This is an optimization exercise on Yosys and OpenROAD, whose aim is small area, a short achievable clock period and few clock cycles, not a production implementation.
Power figures rest on the tool's default switching activity, not on a simulated workload.

==> flow/design.v (excerpt) <==
module PMIPSL0(
	imemaddr, 	 
	dmemaddr,	 
	dmemwdata,	 
	dmemwrite,	 
	dmemread,	 
	aluresult,	 
	clock,
	imemrdata,	 
	dmemrdata,	 
	reset		 
	);
==> module PMIPSL0, before the edit <==
module PMIPSL0(
	imemaddr, 	 
	dmemaddr,	 
	dmemwdata,	 
	dmemwrite,	 
	dmemread,	 
	aluresult,	 
	clock,
	imemrdata,	 
	dmemrdata,	 
	reset		 
	);
output [15:0] imemaddr;
output [15:0] dmemaddr;
output [15:0] dmemwdata;
output dmemwrite;
output dmemread;
output [15:0] aluresult;
input clock;
input [16:0] imemrdata;
input [15:0] dmemrdata;
input reset;
reg [15:1] SeqPC;	 
reg [15:1] Target;	 
reg Redirect;		 
reg MemReadX;		 
reg MemWriteX;		 
reg WriteX;		 
reg [2:0] WaddrX;
reg [15:0] B;		 
reg [15:0] AddP, AddG;	 
wire [15:0] sum;
AdderPG #(16) add(sum, AddP, AddG);
wire [15:0] wdata = MemReadX ? dmemrdata : sum;
assign dmemaddr = sum;
assign dmemwdata = B;
assign dmemread = MemReadX;
assign dmemwrite = MemWriteX;
assign aluresult = sum;
wire [15:1] fetch = Redirect ? Target : SeqPC;
assign imemaddr = {fetch, 1'b0};
wire [2:0] frs = imemrdata[12:10];
wire [2:0] frt = imemrdata[9:7];
wire [15:0] fimm = {{9{imemrdata[6]}}, imemrdata[6:0]};
wire fwrite, frtype, fsub, fmemread, fmemwrite, fbranch, fjump;
wire [2:0] fwaddr;
Control ctl(fwrite, fwaddr, frtype, fsub, fmemread, fmemwrite, fbranch, fjump, imemrdata);
reg [15:0] regcell[1:7];
integer i;
always @(posedge clock)
	for (i = 1; i < 8; i = i + 1)
		if (WriteX && WaddrX == i) regcell[i] <= wdata;
wire [15:0] ra = (frs == 3'd0) ? 16'd0 : regcell[frs];
wire [15:0] rb = (frt == 3'd0) ? 16'd0 : regcell[frt];
wire bypa = WriteX && (WaddrX == frs);
wire bypb = WriteX && (WaddrX == frt);
wire [15:0] fa = bypa ? wdata : ra;
wire [15:0] fb = bypb ? wdata : rb;
wire feq = (frs == frt) || (fa == fb);
wire [15:0] fop2 = frtype ? (fsub ? ~fb : fb) : fimm;
wire [15:1] fseq = fetch + 1'b1;
wire [15:1] fbt;
Adder #(15) pcadd(fbt, fetch, fimm[14:0], 1'b1);
always @(posedge clock)
	if (reset) begin
		Redirect <= 1'b0;
		MemReadX <= 1'b0;
		MemWriteX <= 1'b0;
		WriteX <= 1'b0;
		SeqPC <= 0;
	end else begin
		Redirect <= (fbranch && feq) || fjump;
		MemReadX <= fmemread;
		MemWriteX <= fmemwrite;
		WriteX <= fwrite;
		SeqPC <= fseq;
	end
always @(posedge clock) begin
	WaddrX <= fwaddr;
	B <= fb;
	AddP <= {fa[15:1] ^ fop2[15:1], fa[0] ^ (frtype ? fb[0] : fimm[0])};
	AddG <= {fa[15:1] & fop2[15:1], frtype ? (fsub ? fa[0] | ~fb[0] : fa[0] & fb[0]) : fa[0] & fimm[0]};
	Target <= fjump ? {fseq[15:14], imemrdata[12:0]} : fbt;
end
endmodule
clock: 6.0 ns
lec_check: 0
cap_margin: 20
core_margin: 2
core_utilization: 40
cts_buf_list: sky130_fd_sc_hd__clkbuf_8
cts_cluster_diameter: 80
cts_cluster_size: 30
place_density: 0.6
setup_slack_margin: 2.8
slew_margin: 20
synth_hierarchical: 1
run.sh (not shown) runs the stock make flow with config.mk's settings and CLKGATE_MAP_FILE= SYNTH_SCRIPT=/design/flow/synth_recipe.tcl, a recipe that flattens the netlist after the stock synthesis.
Next try:
--- a/flow/design.v
+++ b/flow/design.v
@@ -120,13 +120,16 @@
 wire [15:0] ra = (frs == 3'd0) ? 16'd0 : regcell[frs];
 wire [15:0] rb = (frt == 3'd0) ? 16'd0 : regcell[frt];
 wire bypa = WriteX && (WaddrX == frs);
 wire bypb = WriteX && (WaddrX == frt);
 wire [15:0] fa = bypa ? wdata : ra;
 wire [15:0] fb = bypb ? wdata : rb;
-wire feq = (frs == frt) || (fa == fb);
+wire feq = (frs == frt) ? 1'b1 :
+	   bypa ? (wdata == rb) :
+	   bypb ? (ra == wdata) :
+	   (ra == rb);
 wire [15:0] fop2 = frtype ? (fsub ? ~fb : fb) : fimm;
 wire [15:1] fseq = fetch + 1'b1;
 wire [15:1] fbt;
 Adder #(15) pcadd(fbt, fetch, fimm[14:0], 1'b1);
 always @(posedge clock)
 	if (reset) begin
Outcome: Sequential share of layout area drops by 1.3 points; final area climbs by a few percent; setup slack gets worse by 0.014 ns; critical path depth does not change; wire length drops slightly; fmax drops slightly; core utilization drops by 0.35 points; total power climbs slightly; final cell count climbs by a few percent; hold slack gets better by 0.025 ns; die area climbs by a few percent; first-iteration DRC count drops by about a fifth; synthesized area climbs by a few percent.
No run of this note included a check of the RTL's function; only the layout flow was run.

* * *

PMIPSL0, a different RTL version from the one above (not shown whole).
For scale: ~1000 cells after synthesis, ~130 flip-flops, ~100 I/O pins.
==> module PMIPSL0, before the edit <==
module PMIPSL0(
	imemaddr, 	 
	dmemaddr,	 
	dmemwdata,	 
	dmemwrite,	 
	dmemread,	 
	aluresult,	 
	clock,
	imemrdata,	 
	dmemrdata,	 
	reset		 
	);
output [15:0] imemaddr;
output [15:0] dmemaddr;
output [15:0] dmemwdata;
output dmemwrite;
output dmemread;
output [15:0] aluresult;
input clock;
input [16:0] imemrdata;
input [15:0] dmemrdata;
input reset;
reg [15:1] PC;		 
wire [16:0] IR = imemrdata;
wire [15:1] SeqPC = PC + 1'b1;	 
wire [3:0] op = IR[16:13];
wire [2:0] rs = IR[12:10];
wire [2:0] rt = IR[9:7];
wire [2:0] rd = IR[6:4];
wire [15:0] imm = {{9{IR[6]}}, IR[6:0]};
wire RegWrite, RegDst, Sub, UseImm, MemRead, MemWrite, Branch, Jump;
Control ctl(RegWrite, RegDst, Sub, UseImm, MemRead, MemWrite, Branch, Jump, op);
wire [15:0] a, b;
wire [15:0] wdata;
wire [2:0] waddr = RegDst ? rd : rt;
RegFile rf(a, b, clock, wdata, waddr, rs, rt, RegWrite);
wire [15:0] addr = a + imm;
wire [15:0] alu = Sub ? a - b : a + b;
assign wdata = MemRead ? dmemrdata : (UseImm ? addr : alu);
assign dmemaddr = addr;
assign dmemwdata = b;
assign dmemread = MemRead;
assign dmemwrite = MemWrite;
assign aluresult = addr;
wire taken = Branch && (a == b);
wire [15:1] btarget = SeqPC + imm[14:0];
wire [15:1] jtarget = {SeqPC[15:14], IR[12:0]};
wire [15:1] fetch = Jump ? jtarget : (taken ? btarget : SeqPC);
assign imemaddr = {PC, 1'b0};
always @(posedge clock)
	if (reset) PC <= 0;
	else PC <= fetch;
endmodule
export LEC_CHECK = 0
export ABC_CLOCK_PERIOD_IN_PS = 3000
export CAP_MARGIN = 20
export CORE_MARGIN = 2
export CORE_UTILIZATION = 55
export PLACE_DENSITY = 0.65
export SETUP_SLACK_MARGIN = 2.5
export SLEW_MARGIN = 20
create_clock -name core_clock -period 6.0 [get_ports {clock}]
==> next run, changes <==
--- a/flow/design.v
+++ b/flow/design.v
@@ -64,13 +64,12 @@
 output [15:0] aluresult;
 input clock;
 input [16:0] imemrdata;
 input [15:0] dmemrdata;
 input reset;
-reg [15:1] PC;		 
-wire [16:0] IR = imemrdata;
-wire [15:1] SeqPC = PC + 1'b1;	 
+reg [16:0] IR;		 
+reg [15:1] SeqPC;	 
 wire [3:0] op = IR[16:13];
 wire [2:0] rs = IR[12:10];
 wire [2:0] rt = IR[9:7];
 wire [2:0] rd = IR[6:4];
 wire [15:0] imm = {{9{IR[6]}}, IR[6:0]};
@@ -90,10 +89,17 @@
 assign aluresult = addr;
 wire taken = Branch && (a == b);
 wire [15:1] btarget = SeqPC + imm[14:0];
 wire [15:1] jtarget = {SeqPC[15:14], IR[12:0]};
 wire [15:1] fetch = Jump ? jtarget : (taken ? btarget : SeqPC);
-assign imemaddr = {PC, 1'b0};
+assign imemaddr = {fetch, 1'b0};
 always @(posedge clock)
-	if (reset) PC <= 0;
-	else PC <= fetch;
+	if (reset) begin
+		IR[16:13] <= 4'd2;	 
+		SeqPC <= 0;
+	end else begin
+		IR[16:13] <= imemrdata[16:13];
+		SeqPC <= fetch + 1'b1;
+	end
+always @(posedge clock)
+	IR[12:0] <= imemrdata[12:0];
 endmodule
Cell area increases by 8.1%.
Worst setup slack improved by 0.26 ns.
Total power increases by 6.1%.
Combinational power increases by about 6%.
Core utilization increases by 0.20 points.
Area after synthesis increases by 7.4%.
Wire length increases by 15%.
Non-clock buffer count increases by 6.
Synthesized cell count increases by 7.4%.
Clock-buffer cell count increases by 1.
Via count increases by 10%.
Sequential cell count increases by 17.
Die area increases by 7.1%.
Cell count increases by 5.8%.
No run of this note included a check of the RTL's function; only the layout flow was run.

-- separate check: timing with driven ports --
The flow's constraints put no driver on any port. The routed layouts listed below were extracted and timed again, unchanged, in two steps.
Step 1 sets driving cells, clkbuf_16 on the clock port and buf_2 on the other inputs (assumed; they add their load-dependent delay and slew).
Step 2 times the ports against the registers' clock, not the clock port: input delays grow and output delays shrink by t, the midpoint of the rising clock arrivals with the driver on.
Three values: ideal, step 1, step 2; two values: the first two.
| run | t, ns | slack for setup (ns) | hold slack, ns | latest minus earliest clock arrival (ns) | slew at the worst register clock pin (ns) |
|---|---|---|---|---|---|
| the first run of note 1 | 0.514 | 2.489 / 2.446 / 2.340 | 0.623 / 0.623 / 0.623 | 0.031 / 0.031 | 0.12 / 0.12 |
| the second run of note 1 | 0.523 | 2.475 / 2.425 / 2.382 | 0.648 / 0.648 / 0.648 | 0.016 / 0.016 | 0.11 / 0.11 |
| the first run of note 2 | 0.474 | 0.354 / 0.303 / 0.303 | 0.645 / 0.645 / 0.645 | 0.015 / 0.015 | 0.08 / 0.08 |
| the second run of note 2 | 0.481 | 0.612 / 0.563 / 1.045 | 0.696 / 0.696 / 0.696 | 0.014 / 0.015 | 0.07 / 0.07 |
After both steps every run listed still meets setup and hold. For the first run of note 1, which loses most, drivers alone change the setup slack by -0.043 ns; drivers and shift together by -0.149 ns.
